What follows belongs to an exercise in optimizing a design on an open flow for small area and a short achievable clock period; a production flow would make more cautious choices.
In this exercise RTL edits were held to simulation tests only and were not proved equivalent to the original.
Power figures rest on the tool's default switching activity, not on a simulated workload.

==> v33: inputs <==
## output_conversion
module output_conversion (
    input  wire        clk,
    input  wire        reset_n,
    input  wire signed [15:0] sample_L,
    input  wire               valid_L,
    input  wire signed [15:0] sample_R,
    input  wire               valid_R,
    input  wire [7:0]  volume,
    input  wire        mute,
    output wire signed [15:0] out_L,
    output wire signed [15:0] out_R,
    output reg               valid_out
);
Settings: LEC_CHECK=0, CAP_MARGIN=20, CORE_MARGIN=2, CORE_UTILIZATION=40, SETUP_SLACK_MARGIN=4.3, SLEW_MARGIN=20; clock period 8.0 ns.
run.sh (not shown) runs the stock make flow with config.mk's settings and CLKGATE_MAP_FILE= SYNTH_SCRIPT=/design/flow/synth_recipe.tcl, a recipe that flattens the netlist after the stock synthesis.
==> v32 (differences from v33) <==
--- a/flow/design.v
+++ b/flow/design.v
@@ -632,90 +632,87 @@
     assign c = {m481, m479, m477, m475, m473, m471, m469, m467, m465, m463, m461, m459, m457, m455, m453, m451, m449, m447, m445, m443, m441, m439, m437, m435, m433, m431, m429, m427, m425, m423, ac[0]};
 endmodule
 module polyphase_upsampler (
     input wire clk,
     input wire reset_n,
     input wire signed [15:0] in_sample,
     input wire               valid_in,
     output reg signed [15:0] out_sample,
+    output reg [17:0]        out_sample_x3,    
     output reg valid_out
 );
     parameter UPSAMPLE_NUM = 274;
     parameter UPSAMPLE_DEN = 170;
     reg [15:0] phase_accum;
     reg [127:0] sample_buf;           
     reg [2:0] wr_ptr;
     reg [2:0] tap_index;
     reg [2:0] mac_ptr;
     reg [2:0] rd_index;
     reg signed [15:0] sample_val;
     reg mac_active;
     reg [23:0] coeff_b;
-    reg ph_inc, ph_dec;
     reg [30:0] acc_s;
     reg [30:0] acc_c;
     reg acc_clr;
     wire last = mac_active && (mac_ptr == 3'd7);
     wire start = !mac_active && (phase_accum >= UPSAMPLE_DEN);
     reg [15:0] phase_next;
-    reg [3:0] phase_hi_next;
     reg [2:0] tap_next;
     reg [2:0] mac_ptr_next;
     always @(*) begin
         if (!reset_n) phase_next = 16'd0;
         else if (last) phase_next = phase_accum - UPSAMPLE_DEN;
         else if (valid_in) phase_next = phase_accum + UPSAMPLE_NUM;
         else phase_next = phase_accum;
-        if (!reset_n) phase_hi_next = 4'd0;
-        else if (last) phase_hi_next = phase_accum[15:12] - {3'd0, ph_dec};
-        else if (valid_in) phase_hi_next = phase_accum[15:12] + {3'd0, ph_inc};
-        else phase_hi_next = phase_accum[15:12];
         if (!reset_n) tap_next = 3'd0;
         else if (mac_active) tap_next = mac_ptr;
         else tap_next = tap_index;
         if (!reset_n || start) mac_ptr_next = 3'd0;
         else if (mac_active) mac_ptr_next = mac_ptr + 3'd1;
         else mac_ptr_next = mac_ptr;
     end
     wire [23:0] coeff_b_next;
     coeff_rom coeffs (
-        .phase(phase_hi_next),
+        .phase(phase_next[15:12]),
         .tap_index(tap_next),
         .booth(coeff_b_next)
     );
     wire [30:0] ts;
     wire [30:0] tc;
     mac_tree mac (
         .x(sample_val),
         .b(coeff_b),
         .as(acc_s & {31{~acc_clr}}),
         .ac(acc_c & {31{~acc_clr}}),
         .s(ts),
         .c(tc)
     );
     wire [30:0] sum = acc_s + acc_c;
+    wire [15:0] up = sum[30:15];
     wire [15:0] din = in_sample & {16{reset_n}};
     integer i;
     always @(posedge clk) begin
         for (i = 0; i < 8; i = i + 1)
             if (!reset_n || (valid_in && wr_ptr == i))
                 sample_buf[16*i +: 16] <= din;
     end
     always @(posedge clk) begin
         phase_accum <= phase_next;
-        ph_inc <= (phase_next[11:0] >= 12'd3822);
-        ph_dec <= (phase_next[11:0] < 12'd170);
         tap_index <= tap_next;
         mac_ptr <= mac_ptr_next;
         coeff_b <= coeff_b_next;
         acc_clr <= (mac_ptr_next == 3'd0);
         acc_s <= ts;
         acc_c <= tc;
-        out_sample <= sum[30:15];
+        if (last) begin
+            out_sample <= up;
+            out_sample_x3 <= {2'b00, up} + {1'b0, up, 1'b0};
+        end
         valid_out <= 0;
         if (!reset_n) begin
             wr_ptr <= 0;
             mac_active <= 0;
             rd_index <= 0;
             sample_val <= 0;
         end else begin
             if (valid_in)
@@ -742,77 +739,54 @@
     input  wire               valid_R,
     input  wire [7:0]  volume,
     input  wire        mute,
     output wire signed [15:0] out_L,
     output wire signed [15:0] out_R,
     output reg               valid_out
 );
     wire signed [15:0] up_L, up_R;
+    wire [17:0] up3_L, up3_R;
     wire valid_up_L, valid_up_R;
     polyphase_upsampler up_left (
         .clk(clk), .reset_n(reset_n),
         .in_sample(sample_L), .valid_in(valid_L),
-        .out_sample(up_L), .valid_out(valid_up_L)
+        .out_sample(up_L), .out_sample_x3(up3_L), .valid_out(valid_up_L)
     );
     polyphase_upsampler up_right (
         .clk(clk), .reset_n(reset_n),
         .in_sample(sample_R), .valid_in(valid_R),
-        .out_sample(up_R), .valid_out(valid_up_R)
+        .out_sample(up_R), .out_sample_x3(up3_R), .valid_out(valid_up_R)
     );
-    wire load = valid_up_L && valid_up_R;
-    out_stage st_L (.clk(clk), .reset_n(reset_n), .load(load), .mute(mute),
-                    .up(up_L), .volume(volume), .out(out_L));
-    out_stage st_R (.clk(clk), .reset_n(reset_n), .load(load), .mute(mute),
-                    .up(up_R), .volume(volume), .out(out_R));
+    wire [23:0] vs_L, vc_L, vs_R, vc_R;
+    vol_mult mul_L (.u1(up_L), .u3(up3_L), .v(volume), .s(vs_L), .c(vc_L));
+    vol_mult mul_R (.u1(up_R), .u3(up3_R), .v(volume), .s(vs_R), .c(vc_R));
+    wire [8:0] low_L = vs_L[7:0] + vc_L[7:0];
+    wire [8:0] low_R = vs_R[7:0] + vc_R[7:0];
+    reg [15:0] hs_L, hc_L, hs_R, hc_R;
+    reg ci_L, ci_R;
+    assign out_L = hs_L + hc_L + {15'd0, ci_L};
+    assign out_R = hs_R + hc_R + {15'd0, ci_R};
     always @(posedge clk) begin
-        if (!reset_n) valid_out <= 0;
-        else valid_out <= load;
-    end
-endmodule
-module out_stage (
-    input  wire        clk,
-    input  wire        reset_n,
-    input  wire        load,
-    input  wire        mute,
-    input  wire [15:0] up,
-    input  wire [7:0]  volume,
-    output wire [15:0] out
-);
-    wire [17:0] up3 = {2'b00, up} + {1'b0, up, 1'b0};
-    wire [23:0] vs, vc;
-    vol_mult mul (.u1(up), .u3(up3), .v(volume), .s(vs), .c(vc));
-    wire [8:0] low = {1'b0, vs[7:0]} + {1'b0, vc[7:0]};
-    wire [4:0] b0 = {1'b0, vs[11:8]}  + {1'b0, vc[11:8]};
-    wire [4:0] b1 = {1'b0, vs[15:12]} + {1'b0, vc[15:12]};
-    wire [4:0] b2 = {1'b0, vs[19:16]} + {1'b0, vc[19:16]};
-    wire [3:0] b3 = vs[23:20] + vc[23:20];
-    reg [15:0] bsum;
-    reg [2:0] bgen;
-    reg cin;
-    always @(posedge clk) begin
-        if (!reset_n || (load && mute)) begin
-            bsum <= 0;
-            bgen <= 0;
-            cin <= 0;
-        end else if (load) begin
-            bsum <= {b3, b2[3:0], b1[3:0], b0[3:0]};
-            bgen <= {b2[4], b1[4], b0[4]};
-            cin <= low[8];
+        if (!reset_n) begin
+            hs_L <= 0; hc_L <= 0; ci_L <= 0;
+            hs_R <= 0; hc_R <= 0; ci_R <= 0;
+            valid_out <= 0;
+        end else if (valid_up_L && valid_up_R) begin
+            hs_L <= mute ? 16'd0 : vs_L[23:8];
+            hc_L <= mute ? 16'd0 : vc_L[23:8];
+            ci_L <= mute ? 1'b0 : low_L[8];
+            hs_R <= mute ? 16'd0 : vs_R[23:8];
+            hc_R <= mute ? 16'd0 : vc_R[23:8];
+            ci_R <= mute ? 1'b0 : low_R[8];
+            valid_out <= 1;
+        end else begin
+            valid_out <= 0;
         end
     end
-    wire p0 = &bsum[3:0];
-    wire p1 = &bsum[7:4];
-    wire p2 = &bsum[11:8];
-    wire c0 = cin;
-    wire c1 = bgen[0] | (p0 & cin);
-    wire c2 = bgen[1] | (p1 & bgen[0]) | (p1 & p0 & cin);
-    wire c3 = bgen[2] | (p2 & bgen[1]) | (p2 & p1 & bgen[0]) | (p2 & p1 & p0 & cin);
-    assign out = {bsum[15:12] + {3'd0, c3}, bsum[11:8] + {3'd0, c2},
-                  bsum[7:4] + {3'd0, c1}, bsum[3:0] + {3'd0, c0}};
 endmodule
 module vol_mult (
     input wire [15:0] u1,
     input wire [17:0] u3,
     input wire [7:0] v,
     output wire [23:0] s,
     output wire [23:0] c
 );
==> flow/config.mk (replaced) <==
export PLATFORM = sky130hd
export DESIGN_NAME = output_conversion
export DESIGN_NICKNAME = output_conversion
export VERILOG_FILES = /design/flow/design.v
export SDC_FILE = /design/flow/constraint.sdc
export NUM_CORES = 4
export LEC_CHECK = 0
export CAP_MARGIN = 20
export CORE_MARGIN = 2
export CORE_UTILIZATION = 40
export SETUP_SLACK_MARGIN = 4.0
export SLEW_MARGIN = 20
==> comparison table <==
| item | v33 | v32 |
|---|---|---|
| Worst setup startpoint | up_left.out_sample[1] | hs_R[0] |
| Number of detailed-routing iterations run before antenna repair | 10 | 8 |
| Worst path buffer plus inverter count | 6 | 3 |
| End point of the critical path | st_L.bsum[14] | out_R[14] |
| Antenna violations before repair | 0 | 1 |
| Number of storage elements in the synthesis netlist | 595 | 649 |
| Met2 layer wire length in the routed design | 61460 um | 64070 um |
| Number of clock sinks | 595 | 649 |
| Type of the worst setup path | reg -> reg | reg -> out |
| Die boundary height | 351.5 um | 358.3 um |
| CTS Buf Count | 74 | 78 |
| Outcome | finished clean | finished clean |
| WP data arrival | 5.20 ns | 3.41 ns |
| Area growth from synthesis to layout | 15.32% | 15.18% |
| Global-route wire length before repair | 217700 um | 220000 um |
| Via count of the first global-routing pass | 38.43k | 38.50k |
| Non-clock buffer instance count of the final layout | 266 | 312 |
| NumNets Final | 5754 | 5715 |
| Placed standard-cell area | 50330 um2 | 52300 um2 |
| Cell count after placement | 6493 | 6490 |
| Switching fraction of total power | 41.77% | 39.28% |

what the ideal ports hide:
The flow's constraints put no driver on any port. The routed layouts listed below were extracted and timed again, unchanged, in two steps.
Step 1, drivers: a clkbuf_16 drives clk and a buf_2 each remaining input, both assumed.
Step 2 also shifts input and output timing later by t, the mid clock arrival at the registers, as if the neighbouring blocks saw the same clock.
a / b / c = ideal / step 1 / step 2; a / b = the first two.
run	t (ns)	slack for setup (ns)	latest minus earliest clock arrival (ns)
v33	0.741	3.325 / 3.325 / 2.722	0.042 / 0.042
v32	0.758	2.989 / 2.910 / 3.304	0.043 / 0.043
After both steps every run listed still meets setup and hold. For v33, which loses most, drivers alone change the setup slack by 0.000 ns; drivers and shift together by -0.603 ns.
